What follows belongs to an exercise in optimizing a design on an open flow for small area and a short achievable clock period; a production flow would make more cautious choices. At most, simulation tests tie the RTL to the original design; equivalence was not proved. Power and IR drop assume default switching activity.

## job 7134
Design iq_comp, start of the top module:
module iq_comp (
	input clk, RESETn,
	input freeze_iqcomp,
	input [1:0] op_mode,
	input [3:0] Ix, Qx,
	input signed [12:0] Wr_in, Wj_in,
	output reg signed [3:0] Iy, Qy,
	output wire settled,
	output reg signed [12:0] Wr, Wj
);
Size: about 800 cells after synthesis, ~74 I/O pins.
==> flow/config.mk <==
export PLATFORM = sky130hd
export DESIGN_NAME = iq_comp
export DESIGN_NICKNAME = iq_comp
export VERILOG_FILES = /design/flow/design.v
export SDC_FILE = /design/flow/constraint.sdc
export NUM_CORES = 4
export LEC_CHECK = 0
export CAP_MARGIN = 20
export CORE_MARGIN = 2
export CORE_UTILIZATION = 40
export CTS_BUF_LIST = sky130_fd_sc_hd__clkbuf_8
export SETUP_SLACK_MARGIN = 2.0
export SLEW_MARGIN = 20
export SYNTH_HIERARCHICAL = 1
export SYNTH_MINIMUM_KEEP_SIZE = 0
==> flow/constraint.sdc <==
create_clock -name core_clock -period 8.0 [get_ports {clk}]
set_input_delay 1.6000 -clock core_clock [delete_from_list [all_inputs] [get_ports {clk}]]
set_output_delay 1.6000 -clock core_clock [all_outputs]
set_load 0.01 [all_outputs]
standard.sh (not shown) runs the stock make flow with config.mk's settings and CLKGATE_MAP_FILE= SYNTH_SCRIPT=/design/flow/synth_recipe.tcl, a recipe that flattens the netlist after the stock synthesis.
==> flow/flow/run.sh <==
#!/bin/bash
# Layout flow: the standard flow, with two changes:
#  - synthesis maps the RTL's leaf modules to the cells given in
#    flow/cells_map.v (via ORFS's SYNTH_CANONICALIZE_TCL hook);
#  - port buffers are buf_2 cells.
set -euo pipefail
here=$(pwd)
export SYNTH_CANONICALIZE_TCL="$here/flow/canon.tcl"
export BUFFER_PORTS_ARGS="-buffer_cell sky130_fd_sc_hd__buf_1"
export RECOVER_POWER=100
bash standard.sh > "$here/standard.log" 2>&1
Other scripts of this flow, unchanged in this note and not shown: flow/flow/canon.tcl, flow/flow/cells_map.v, flow/flow/leaf_modules.txt
Relative to job 7134, the following input files were edited for job 4968:
# job 7134
export LEC_CHECK = 0
export CAP_MARGIN = 20
export CORE_MARGIN = 2
export CORE_UTILIZATION = 40
export CTS_BUF_LIST = sky130_fd_sc_hd__clkbuf_8
export SETUP_SLACK_MARGIN = 2.0
export SLEW_MARGIN = 20
export SYNTH_HIERARCHICAL = 1
export SYNTH_MINIMUM_KEEP_SIZE = 0
create_clock -name core_clock -period 8.0 [get_ports {clk}]
# job 4968
export LEC_CHECK = 0
export CAP_MARGIN = 20
export CORE_MARGIN = 2
export CORE_UTILIZATION = 65
export CTS_BUF_LIST = sky130_fd_sc_hd__clkbuf_8
export SETUP_SLACK_MARGIN = 2.0
export SLEW_MARGIN = 20
export SYNTH_HIERARCHICAL = 1
export SYNTH_MINIMUM_KEEP_SIZE = 0
create_clock -name core_clock -period 8.0 [get_ports {clk}]
diff --git a/flow/flow/run.sh b/flow/flow/run.sh
--- a/flow/flow/run.sh
+++ b/flow/flow/run.sh
@@ -9,3 +9,2 @@
 export BUFFER_PORTS_ARGS="-buffer_cell sky130_fd_sc_hd__buf_1"
-export RECOVER_POWER=100
 bash standard.sh > "$here/standard.log" 2>&1
### Flow results
Compared with job 7134, in job 4968 worst hold slack across all endpoints shrank by 36 ps, worst setup slack grew by 400 ps, fraction of the cycle the final worst path needs shrank by 4.9 points, layout-stage area growth over the synthesis result shrank by 0.18 points. Area after detailed placement: job 4968 vs job 7134 down 110 um^2. Going from job 7134 to job 4968, cell area essentially unchanged, shortest period the worst path allows now sits lower. Looking at achievable clock frequency, job 4968 sits 6.8% above job 7134. Sort job 7134 and job 4968 by total power desc -> top: job 4968.
Changes in job 3095 relative to job 4968:
# job 4968
export LEC_CHECK = 0
export CAP_MARGIN = 20
export CORE_MARGIN = 2
export CORE_UTILIZATION = 65
export CTS_BUF_LIST = sky130_fd_sc_hd__clkbuf_8
export SETUP_SLACK_MARGIN = 2.0
export SLEW_MARGIN = 20
export SYNTH_HIERARCHICAL = 1
export SYNTH_MINIMUM_KEEP_SIZE = 0
create_clock -name core_clock -period 8.0 [get_ports {clk}]
# job 3095
export LEC_CHECK = 0
export CAP_MARGIN = 20
export CORE_MARGIN = 2
export CORE_UTILIZATION = 40
export CTS_BUF_LIST = sky130_fd_sc_hd__clkbuf_8
export SETUP_SLACK_MARGIN = 2.0
export SLEW_MARGIN = 20
export SYNTH_HIERARCHICAL = 1
export SYNTH_MINIMUM_KEEP_SIZE = 0
export TNS_END_PERCENT = 0
create_clock -name core_clock -period 8.0 [get_ports {clk}]
### Flow results
- The die outline height in job 4968 is 0.79 times that in job 3095.
- On placement-stage worst setup slack, the higher figure sits with job 4968, not job 3095.
- Measured against job 4968, the die area of job 3095 comes out at 1.6 times the reference value.
- In job 3095, area growth from synthesis to final layout is higher than in job 4968.
- Taking job 4968 as the reference point, the starting utilization of the core area of job 3095 falls by 27 points.
- Compared job 4968 against job 3095; sequential share of layout area within noise.
- Summary of job 3095 over job 4968: total wire length after detailed routing dropped 780 um; share of post-route cells with drive strength above 1 went down by 1.2 points; worst relative slew slack went up 20 points.
- | global-route wire length before repair | lower: job 3095 |
Edits applied to the flow inputs when going from job 3095 to job 3411:
# job 3095
export LEC_CHECK = 0
export CAP_MARGIN = 20
export CORE_MARGIN = 2
export CORE_UTILIZATION = 40
export CTS_BUF_LIST = sky130_fd_sc_hd__clkbuf_8
export SETUP_SLACK_MARGIN = 2.0
export SLEW_MARGIN = 20
export SYNTH_HIERARCHICAL = 1
export SYNTH_MINIMUM_KEEP_SIZE = 0
export TNS_END_PERCENT = 0
create_clock -name core_clock -period 8.0 [get_ports {clk}]
# job 3411
export LEC_CHECK = 0
export CAP_MARGIN = 20
export CORE_MARGIN = 2
export CORE_UTILIZATION = 40
export CTS_BUF_LIST = sky130_fd_sc_hd__clkbuf_8
export SETUP_SLACK_MARGIN = 2.0
export SLEW_MARGIN = 20
export SYNTH_HIERARCHICAL = 1
export SYNTH_MINIMUM_KEEP_SIZE = 0
export TNS_END_PERCENT = 25
create_clock -name core_clock -period 8.0 [get_ports {clk}]
--- outcome ---
The final layout from job 3411, which completed every stage, passed the timing, DRC and antenna checks at the end of the flow. Re detail-routed net length per standard cell: no difference whatsoever between job 3095 and job 3411. Diff job 3095..job 3411 | total area of sequential cells | unchanged. Post-synthesis compound-gate area fraction: job 3095 vs job 3411 identical. Re post-route core utilization: no difference whatsoever between job 3095 and job 3411. Taking job 3095 as the reference, in job 3411 relative area of non-clock buffer cells in the final design saw little to no change, area overhead of the layout relative to synthesis saw little to no change, fraction of area in registers saw little to no change, number of setup buffers added after CTS saw little to no change, buffering stage count on the worst path with inverters included saw little to no change. Per the comparison of job 3411 with job 3095, total routing usage reported by global routing now sits at about the same level, setup slack after layout now sits at about the same level.
Setup changes, job 3411 to job 5974
# job 3411
export LEC_CHECK = 0
export CAP_MARGIN = 20
export CORE_MARGIN = 2
export CORE_UTILIZATION = 40
export CTS_BUF_LIST = sky130_fd_sc_hd__clkbuf_8
export SETUP_SLACK_MARGIN = 2.0
export SLEW_MARGIN = 20
export SYNTH_HIERARCHICAL = 1
export SYNTH_MINIMUM_KEEP_SIZE = 0
export TNS_END_PERCENT = 25
create_clock -name core_clock -period 8.0 [get_ports {clk}]
# job 5974
export LEC_CHECK = 0
export CAP_MARGIN = 20
export CORE_MARGIN = 2
export CORE_UTILIZATION = 40
export CTS_BUF_LIST = sky130_fd_sc_hd__clkbuf_8
export SETUP_SLACK_MARGIN = 1.75
export SLEW_MARGIN = 20
export SYNTH_HIERARCHICAL = 1
export SYNTH_MINIMUM_KEEP_SIZE = 0
create_clock -name core_clock -period 8.0 [get_ports {clk}]
Notes after the runs:
- Comparing job 3411 against job 5974, there is no change at all in floorplan row count.
- Lower core utilization among job 3411 and job 5974: job 5974
- Job 5974 vs. job 3411: routed wire length fell by 62 um; post-route worst setup slack fell by 200 ps; final area fell by about 0.7%; worst supply voltage drop on vdd stayed essentially flat; compound-cell area share of the yosys netlist stayed essentially flat.
- Job 5974 completed every stage of the flow, and the final layout passed the timing, DRC and antenna checks.
- Job 5974 against job 3411: area after synthesis essentially unchanged, clock period minus final worst setup slack increased 200 ps, final non-filler cell total decreased 4, final clock skew essentially unchanged.
The following lists how job 9698 was set up differently from job 5974:
# job 5974
export LEC_CHECK = 0
export CAP_MARGIN = 20
export CORE_MARGIN = 2
export CORE_UTILIZATION = 40
export CTS_BUF_LIST = sky130_fd_sc_hd__clkbuf_8
export SETUP_SLACK_MARGIN = 1.75
export SLEW_MARGIN = 20
export SYNTH_HIERARCHICAL = 1
export SYNTH_MINIMUM_KEEP_SIZE = 0
create_clock -name core_clock -period 8.0 [get_ports {clk}]
# job 9698
export LEC_CHECK = 0
export CAP_MARGIN = 20
export CORE_MARGIN = 2
export CORE_UTILIZATION = 40
export CTS_BUF_LIST = sky130_fd_sc_hd__clkbuf_8
export SETUP_SLACK_MARGIN = 2.25
export SLEW_MARGIN = 20
export SYNTH_HIERARCHICAL = 1
export SYNTH_MINIMUM_KEEP_SIZE = 0
create_clock -name core_clock -period 8.0 [get_ports {clk}]
Results
- The higher share of the final layout cell area in multi-input gates came out of job 5974.
- Against job 5974, area of the multi-input gates in job 9698 rose by a few percent.
- Final cycle utilization of the critical path, job 5974 and job 9698: larger value in job 5974
- Job 5974 ended up with sky130_fd_sc_hd__fa_1 as its cell type of the slowest stage on the worst timing path; job 9698 ended up with sky130_fd_sc_hd__fa_2.
- Amount of wire on met2 after detailed routing was higher in the run labelled job 9698.
- The faster design of the two is job 9698; job 5974 tops out lower.
- Job 9698 vs. job 5974: worst setup slack went up by 290 ps; filler cell count went down by 18; total design power went up by about 4%; detailed placement HPWL was more or less identical; non-clock buffer count went up by about 14%.

* * *

Another version of the RTL of iq_comp (not shown whole).
Size in the first run: ~800 cells after synthesis, about 34 flip-flops, about 74 I/O pins.
Settings: LEC_CHECK=0, CAP_MARGIN=20, CORE_MARGIN=2, CORE_UTILIZATION=40, CTS_BUF_LIST=sky130_fd_sc_hd__clkbuf_8, SETUP_SLACK_MARGIN=1.75, SLEW_MARGIN=20, SYNTH_HIERARCHICAL=1, SYNTH_MINIMUM_KEEP_SIZE=0; clock period 8.0 ns.
==> flow/flow/run.sh <==
#!/bin/bash
# Layout flow: the standard flow, with two changes:
#  - synthesis maps the RTL's leaf modules to the cells given in
#    flow/cells_map.v (via ORFS's SYNTH_CANONICALIZE_TCL hook);
#  - port buffers are buf_2 cells.
set -euo pipefail
here=$(pwd)
export SYNTH_CANONICALIZE_TCL="$here/flow/canon.tcl"
export BUFFER_PORTS_ARGS="-buffer_cell sky130_fd_sc_hd__buf_1"
bash standard.sh > "$here/standard.log" 2>&1
Other scripts of this flow, unchanged in this note and not shown: flow/flow/canon.tcl, flow/flow/cells_map.v, flow/flow/leaf_modules.txt
Change:
SETUP_SLACK_MARGIN = 2.0   (was 1.75)
- The changed run finished with timing, DRC and antenna clean
- clock skew barely changes
- register-to-register slack hardly moves
- final area came out higher by 0.70%
No functional check of the RTL was part of any run of this note.

separate check: timing with driven ports:
In the flow no input, the clock included, has a driving cell. The finished layouts below were timed again as built, in two steps.
Step 1, drivers: a clkbuf_16 drives clk and a buf_2 each remaining input, both assumed.
Step 2 moves the port delays by t, midway between the first and last clock arrival at a register: inputs arrive t later, outputs are due t later. That takes back most of the time a late clock gives input paths.
Slacks: ideal ports / drivers / drivers and shift; pairs: ideal ports / drivers.
run | t (ns) | setup slack, ns | latest minus earliest clock arrival (ns) | worst register clock-pin slew, ns | pins driven straight from the clock port
job 7134 | 0.356 | 1.809 / 1.816 / 1.459 | 0.009 / 0.009 | 0.09 / 0.09 | 1
job 4968 | 0.324 | 2.204 / 2.219 / 1.896 | 0.011 / 0.011 | 0.08 / 0.08 | 1
job 3095 | 0.353 | 2.313 / 2.319 / 1.966 | 0.010 / 0.010 | 0.08 / 0.08 | 1
job 3411 | 0.353 | 2.313 / 2.319 / 1.966 | 0.010 / 0.010 | 0.08 / 0.08 | 1
job 5974 | 0.353 | 2.114 / 2.121 / 1.767 | 0.011 / 0.011 | 0.09 / 0.09 | 1
job 9698 | 0.354 | 2.406 / 2.393 / 2.038 | 0.011 / 0.011 | 0.09 / 0.09 | 1
the first run of note 2 | 0.357 | 2.033 / 2.048 / 1.690 | 0.014 / 0.015 | 0.09 / 0.09 | 1
the second run of note 2 | 0.357 | 2.258 / 2.276 / 1.919 | 0.014 / 0.013 | 0.09 / 0.09 | 1
After both steps every run listed still meets setup and hold. For job 9698, which loses most, drivers alone change the setup slack by -0.013 ns; drivers and shift together by -0.368 ns.
